Source: an optimization exercise on an open RTL-to-GDS flow (aim: small area, a short achievable clock period and few clock cycles per item). Production flows keep margins and buffers that such runs may drop.
In this exercise RTL edits were held to simulation tests only and were not proved equivalent to the original.
No activity file was given, so power comes from the tool's default toggle rates.

garnet:
==> flow/design.v <==
`timescale 1ns / 1ns
module mat_ops_controller #(
	parameter DATA_LEN = 8,
	parameter N = 8,
	parameter ADDRESS_SIZE = 4
)
(
	input                         i_clk,
	input                         i_rstn,
	input   [DATA_LEN*N-1:0]      i_read_data_A,
	output  [ADDRESS_SIZE-1:0]    o_address_A,
	output                        o_wr_en_A,
	output  [DATA_LEN*N-1:0]      o_write_data_A,
	input   [DATA_LEN*N-1:0]      i_read_data_B,
	output  [ADDRESS_SIZE-1:0]    o_address_B,
	output                        o_wr_en_B,
	output  [DATA_LEN*N-1:0]      o_write_data_B,
	output                        o_done
);
	reg        idle;
	reg        P;
	reg  [8:0] S;
	reg  [2:0] T;
	reg  [2:0] r;
	reg        pa0;       
	reg  [3:0] addr_a;
	reg  [3:0] addr_b;
	reg        wr_b;
	reg        done;
	reg        v0;
	reg        f0;
	wire start = (i_read_data_A[7:0] == 8'd1);
	wire go    = idle && pa0 && start;
	wire r0    = (r == 3'd0);
	wire r7    = (r == 3'd7);
	wire [8:0] S_n;
	assign S_n[0] = P || (go && addr_a[3]) || (S[8] && !r7);
	assign S_n[1] = S[0];
	assign S_n[2] = S[1] && !r0;
	assign S_n[3] = (S[1] && r0) || S[2];
	assign S_n[8:4] = S[7:3];
	wire [2:0] T_n = {T[1:0], S[8] && r7};
	wire       idle_n = (idle && !go) || T[2];
	wire [2:0] r_n    = S[8] ? r + 3'd1 : r;
	wire [2:0] wrow_n = r_n - 3'd1;     
	wire       wb_n   = S_n[2] || T_n[2];
	wire [2:0] k_n    = {S_n[5] | S_n[6] | S_n[7] | S_n[8],
	                     S_n[3] | S_n[4] | S_n[7] | S_n[8],
	                     S_n[1] | S_n[4] | S_n[6] | S_n[8]};
	wire       ra_n   = go || (|S_n[7:0]) || (S_n[8] && !r7) || T[2];
	wire [2:0] rowa_n = S_n[8] ? r_n + 3'd1 : r_n;
	always @(posedge i_clk, negedge i_rstn) begin
		if (!i_rstn) begin
			idle   <= 1'b1;
			P      <= 1'b0;
			pa0    <= 1'b1;
			S      <= 9'd0;
			T      <= 3'd0;
			r      <= 3'd0;
			addr_a <= 4'd0;
			addr_b <= 4'd0;
			wr_b   <= 1'b0;
			done   <= 1'b0;
		end else begin
			idle   <= idle_n;
			P      <= go && !addr_a[3];
			pa0    <= !addr_a[3];
			S      <= S_n;
			T      <= T_n;
			r      <= r_n;
			addr_a <= ra_n ? {1'b1, rowa_n} : 4'd0;
			addr_b <= wb_n ? {1'b1, wrow_n} : {1'b0, k_n};
			wr_b   <= wb_n;
			done   <= T_n[2];
		end
	end
	reg  [2:0] k0;
	reg        h0;
	always @(posedge i_clk) begin
		k0 <= k_n;
		v0 <= (|S_n) && !S_n[2];
		f0 <= S_n[0];
		h0 <= (|S_n) && !wb_n && (k_n == 3'd0);
	end
	reg                  f1;
	reg  [11:0]          a2, a2n;
	reg                  f2, keep2;
	reg                  h1, h2, hkeep2;
	wire [7:0]           a1 = i_read_data_A[8*k0 +: 8];
	wire [11:0]          a1_enc;
	genvar m;
	generate
		for (m = 0; m < 4; m = m + 1) begin : BOOTH
			wire hi = a1[2*m+1];
			wire md = a1[2*m];
			wire lo = (m == 0) ? 1'b0 : a1[2*m-1];
			assign a1_enc[3*m]   = hi;
			assign a1_enc[3*m+1] = md ^ lo;
			assign a1_enc[3*m+2] = (hi & ~md & ~lo) | (~hi & md & lo);
		end
	endgenerate
	wire [63:0]          acc;
	always @(posedge i_clk) begin
		f1    <= f0;
		f2    <= f1;
		keep2 <= !f1;
		h1    <= h0;
		h2    <= h1;
		hkeep2 <= !h1;
		a2    <= v0 ? a1_enc : 12'd0;
		a2n   <= v0 ? ~a1_enc : 12'hfff;
	end
	genvar j;
	generate
		for (j = 0; j < N; j = j + 1) begin : LANE
			mac_lane #(.KEEP_LOW((j / 2) % 2), .A_LOW(j < N/2 ? 0 : 1)) u_lane (
				.i_clk (i_clk),
				.a     (j < N/2 ? a2 : a2n),
				.b     (i_read_data_B[8*j +: 8]),
				.first (j < 2 ? f2 : j < 4 ? keep2 : j < 6 ? h2 : hkeep2),
				.acc   (acc[8*j +: 8])
			);
		end
	endgenerate
	assign o_address_A    = addr_a;
	assign o_wr_en_A      = done;
	assign o_write_data_A = {(DATA_LEN*N){1'b0}};
	assign o_address_B    = addr_b;
	assign o_wr_en_B      = wr_b;
	assign o_write_data_B = acc;
	assign o_done         = done;
endmodule
module mac_lane #(
	parameter KEEP_LOW = 0,   
	parameter A_LOW    = 0    
) (
	input            i_clk,
	input      [11:0] a,
	input      [7:0] b,
	input            first,
	output reg [7:0] acc
);
	wire [11:0] d;
	reg  [11:0] q;
	wire [11:0] ad = A_LOW ? ~a : a;
	wire neg0 = ad[0];
	wire one0 = ad[1];
	wire two0 = ad[2];
	wire neg1 = ad[3];
	wire one1 = ad[4];
	wire two1 = ad[5];
	wire neg2 = ad[6];
	wire one2 = ad[7];
	wire two2 = ad[8];
	wire neg3 = ad[9];
	wire one3 = ad[10];
	wire two3 = ad[11];
	wire t1;
	wire t2;
	wire t3;
	wire t4;
	wire t5;
	wire t6;
	wire t7;
	wire t8;
	wire t9;
	wire t10;
	wire t11;
	wire t12;
	wire t13;
	wire t14;
	wire t15;
	wire t16;
	wire t17;
	wire t18;
	wire t19;
	wire t20;
	wire t21;
	wire t22;
	wire t23;
	assign t1 = (neg0 & ~(one0 & b[0])) ^ (((one0 & b[1]) | (two0 & b[0])) ^ neg0);
	assign t2 = (neg0 & ~(one0 & b[0])) & (((one0 & b[1]) | (two0 & b[0])) ^ neg0);
	assign t3 = (one1 & b[0]) ^ (((one0 & b[2]) | (two0 & b[1])) ^ neg0) ^ t2;
	assign t4 = ((one1 & b[0]) & (((one0 & b[2]) | (two0 & b[1])) ^ neg0)) | ((one1 & b[0]) & t2) | ((((one0 & b[2]) | (two0 & b[1])) ^ neg0) & t2);
	assign t5 = (neg1 & ~(one1 & b[0])) ^ (((one0 & b[3]) | (two0 & b[2])) ^ neg0) ^ (((one1 & b[1]) | (two1 & b[0])) ^ neg1);
	assign t6 = ((neg1 & ~(one1 & b[0])) & (((one0 & b[3]) | (two0 & b[2])) ^ neg0)) | ((neg1 & ~(one1 & b[0])) & (((one1 & b[1]) | (two1 & b[0])) ^ neg1)) | ((((one0 & b[3]) | (two0 & b[2])) ^ neg0) & (((one1 & b[1]) | (two1 & b[0])) ^ neg1));
	assign t7 = t5 ^ t4;
	assign t8 = t5 & t4;
	assign t9 = (one2 & b[0]) ^ (((one0 & b[4]) | (two0 & b[3])) ^ neg0) ^ (((one1 & b[2]) | (two1 & b[1])) ^ neg1);
	assign t10 = ((one2 & b[0]) & (((one0 & b[4]) | (two0 & b[3])) ^ neg0)) | ((one2 & b[0]) & (((one1 & b[2]) | (two1 & b[1])) ^ neg1)) | ((((one0 & b[4]) | (two0 & b[3])) ^ neg0) & (((one1 & b[2]) | (two1 & b[1])) ^ neg1));
	assign t11 = t6 ^ t9;
	assign t12 = t6 & t9;
	assign t13 = (neg2 & ~(one2 & b[0])) ^ (((one0 & b[5]) | (two0 & b[4])) ^ neg0) ^ (((one1 & b[3]) | (two1 & b[2])) ^ neg1);
	assign t14 = ((neg2 & ~(one2 & b[0])) & (((one0 & b[5]) | (two0 & b[4])) ^ neg0)) | ((neg2 & ~(one2 & b[0])) & (((one1 & b[3]) | (two1 & b[2])) ^ neg1)) | ((((one0 & b[5]) | (two0 & b[4])) ^ neg0) & (((one1 & b[3]) | (two1 & b[2])) ^ neg1));
	assign t15 = (((one2 & b[1]) | (two2 & b[0])) ^ neg2) ^ t10 ^ t13;
	assign t16 = ((((one2 & b[1]) | (two2 & b[0])) ^ neg2) & t10) | ((((one2 & b[1]) | (two2 & b[0])) ^ neg2) & t13) | (t10 & t13);
	assign t17 = (one3 & b[0]) ^ (((one0 & b[6]) | (two0 & b[5])) ^ neg0) ^ (((one1 & b[4]) | (two1 & b[3])) ^ neg1);
	assign t18 = ((one3 & b[0]) & (((one0 & b[6]) | (two0 & b[5])) ^ neg0)) | ((one3 & b[0]) & (((one1 & b[4]) | (two1 & b[3])) ^ neg1)) | ((((one0 & b[6]) | (two0 & b[5])) ^ neg0) & (((one1 & b[4]) | (two1 & b[3])) ^ neg1));
	assign t19 = (((one2 & b[2]) | (two2 & b[1])) ^ neg2) ^ t14 ^ t17;
	assign t20 = ((((one2 & b[2]) | (two2 & b[1])) ^ neg2) & t14) | ((((one2 & b[2]) | (two2 & b[1])) ^ neg2) & t17) | (t14 & t17);
	assign t21 = (neg3 & ~(one3 & b[0])) ^ (((one0 & b[7]) | (two0 & b[6])) ^ neg0) ^ (((one1 & b[5]) | (two1 & b[4])) ^ neg1);
	assign t22 = (((one2 & b[3]) | (two2 & b[2])) ^ neg2) ^ (((one3 & b[1]) | (two3 & b[0])) ^ neg3) ^ t18;
	assign t23 = t21 ^ t22;
	assign d[0] = (one0 & b[0]);
	assign d[1] = t1;
	assign d[2] = t3;
	assign d[3] = t7;
	assign d[4] = t8;
	assign d[5] = t11;
	assign d[6] = t12;
	assign d[7] = t15;
	assign d[8] = t16;
	assign d[9] = t19;
	assign d[10] = t20;
	assign d[11] = t23;
	always @(posedge i_clk)
		q <= d;
	wire first_q = first;
	wire [7:0] g = (KEEP_LOW ? !first_q : first_q) ? 8'd0 : acc;
	always @(posedge i_clk)
		acc <= g + {q[10] , q[8] , q[6] , q[4] , q[3] , q[2] , q[1] , q[0]} + {q[11] , q[9] , q[7] , q[5] , 1'b0 , 1'b0 , 1'b0 , 1'b0};
endmodule
Settings: LEC_CHECK=0, CAP_MARGIN=20, CORE_MARGIN=2, CORE_UTILIZATION=40, CTS_BUF_LIST=sky130_fd_sc_hd__clkbuf_4 sky130_fd_sc_hd__clkbuf_8 sky130_fd_sc_hd__clkbuf_16, CTS_CLUSTER_DIAMETER=80, CTS_CLUSTER_SIZE=40, PLACE_DENSITY=0.6, SETUP_SLACK_MARGIN=2.55, SLEW_MARGIN=20; clock period 5.0 ns.
standard.sh (not shown) runs the stock make flow with config.mk's settings and CLKGATE_MAP_FILE= SYNTH_SCRIPT=/design/flow/synth_recipe.tcl, a recipe that flattens the netlist after the stock synthesis.
==> flow/flow/run.sh <==
#!/bin/bash
# The standard layout (the standard.sh, standard synthesis unchanged) with
# the port buffers made from the smallest buffer cell instead of the
# clock-delay buffer that buffer_ports picks by default.
set -euo pipefail
bash standard.sh BUFFER_PORTS_ARGS="-buffer_cell sky130_fd_sc_hd__buf_1" finish > make_finish.log 2>&1
Testbench counts of garnet, summed over its fixed seeds: cycles 28,808, jobs 384.
diff inputs: garnet => nickel
- SETUP_SLACK_MARGIN now 2.85, was 2.55
### Flow results
Every stage of the flow completed for nickel, and the final layout passed the timing, DRC and antenna checks.
The cell count along the critical path reported for nickel is smaller than that of garnet by 9.
Side by side, sequential share of layout area turned out lower in nickel than in garnet.
In nickel relative to garnet, wire length of the first global-routing pass had gone up by a few percent.
Against garnet, nickel comes in 2 higher on maximum number of pins on one net before global-route repair.
Clock network fraction of total power in nickel vs garnet: down 2.9 points
On clock net sink count, garnet and nickel are neck and neck.
Run comparison: nickel critical path start-end classification flip-flop to output port; garnet critical path start-end classification flip-flop to flip-flop
Relative contribution of combinational cells to total power: higher on nickel
Total wire length after detailed routing went up by a few percent going from garnet to nickel.
Cell area | nickel vs garnet | nickel larger
Comparing post-placement cell area for garnet and nickel, the smaller number came from garnet.
[diff] detailed placer's ending HPWL, nickel relative to garnet: regression
Here is what was changed in the inputs of onyx compared with nickel.
- changing CTS_CLUSTER_SIZE from 40 to 30
- changing SETUP_SLACK_MARGIN from 2.85 to 2.9
- changing CTS_CLUSTER_DIAMETER from 80 to 60
### Flow results
Going from nickel to onyx, the global-route usage was found to have gone up by 0.46 points.
Number of buffers other than clock buffers in the final layout, onyx vs nickel: up by a few percent
Est. power | onyx vs nickel | onyx higher
## Diff of input files: lagoon against onyx
- SETUP_SLACK_MARGIN changed from 2.9 to 2.75
- CTS_CLUSTER_SIZE changed from 30 to 40
- CTS_CLUSTER_DIAMETER changed from 60 to 80
### Flow results
Global-route wire length before repair: onyx and lagoon compared, lower one is lagoon
Post-route clock period utilization ended up 1.6 points higher on lagoon than on onyx.
Last weighted congestion value of the routability-driven placer (higher): onyx
Per-cell routed wire length in lagoon is 3.2% below onyx.
lagoon vs onyx: area taken by multi-input logic gates down
Run comparison: lagoon capturing element of the worst setup path LANE[5].u_lane.q[3]$_DFF_P_; onyx capturing element of the worst setup path o_wr_en_A

[separate check: timing with driven ports]
How much do the figures lean on ideal ports? The routed layouts below were timed once more, with nothing changed but the port constraints.
Step 1 (the two cells are an assumption about what drives the block):
set clk [get_ports {i_clk}]
set_driving_cell -lib_cell sky130_fd_sc_hd__clkbuf_16 $clk
set_driving_cell -lib_cell sky130_fd_sc_hd__buf_2 [delete_from_list [all_inputs] $clk]
Step 2 moves the port delays by t, midway between the first and last clock arrival at a register: inputs arrive t later, outputs are due t later. That takes back most of the time a late clock gives input paths.
a / b / c = ideal / step 1 / step 2; a / b = the first two.
| run | t (ns) | setup WS [ns] | worst hold slack (ns) | latest minus earliest clock arrival (ns) | pins driven straight from the clock port |
|---|---|---|---|---|---|
| garnet | 0.558 | 2.648 / 2.648 / 2.166 | 0.340 / 0.340 / 0.340 | 0.044 / 0.045 | 1 |
| nickel | 0.552 | 2.865 / 2.812 / 2.348 | 0.343 / 0.343 / 0.343 | 0.044 / 0.044 | 1 |
| onyx | 0.573 | 2.876 / 2.829 / 2.330 | 0.316 / 0.316 / 0.316 | 0.021 / 0.021 | 1 |
| lagoon | 0.540 | 2.794 / 2.797 / 2.278 | 0.340 / 0.340 / 0.340 | 0.032 / 0.031 | 1 |
After both steps setup and hold are still met in every run listed. For onyx, which loses most, drivers alone change the setup slack by -0.047 ns; drivers and shift together by -0.546 ns.
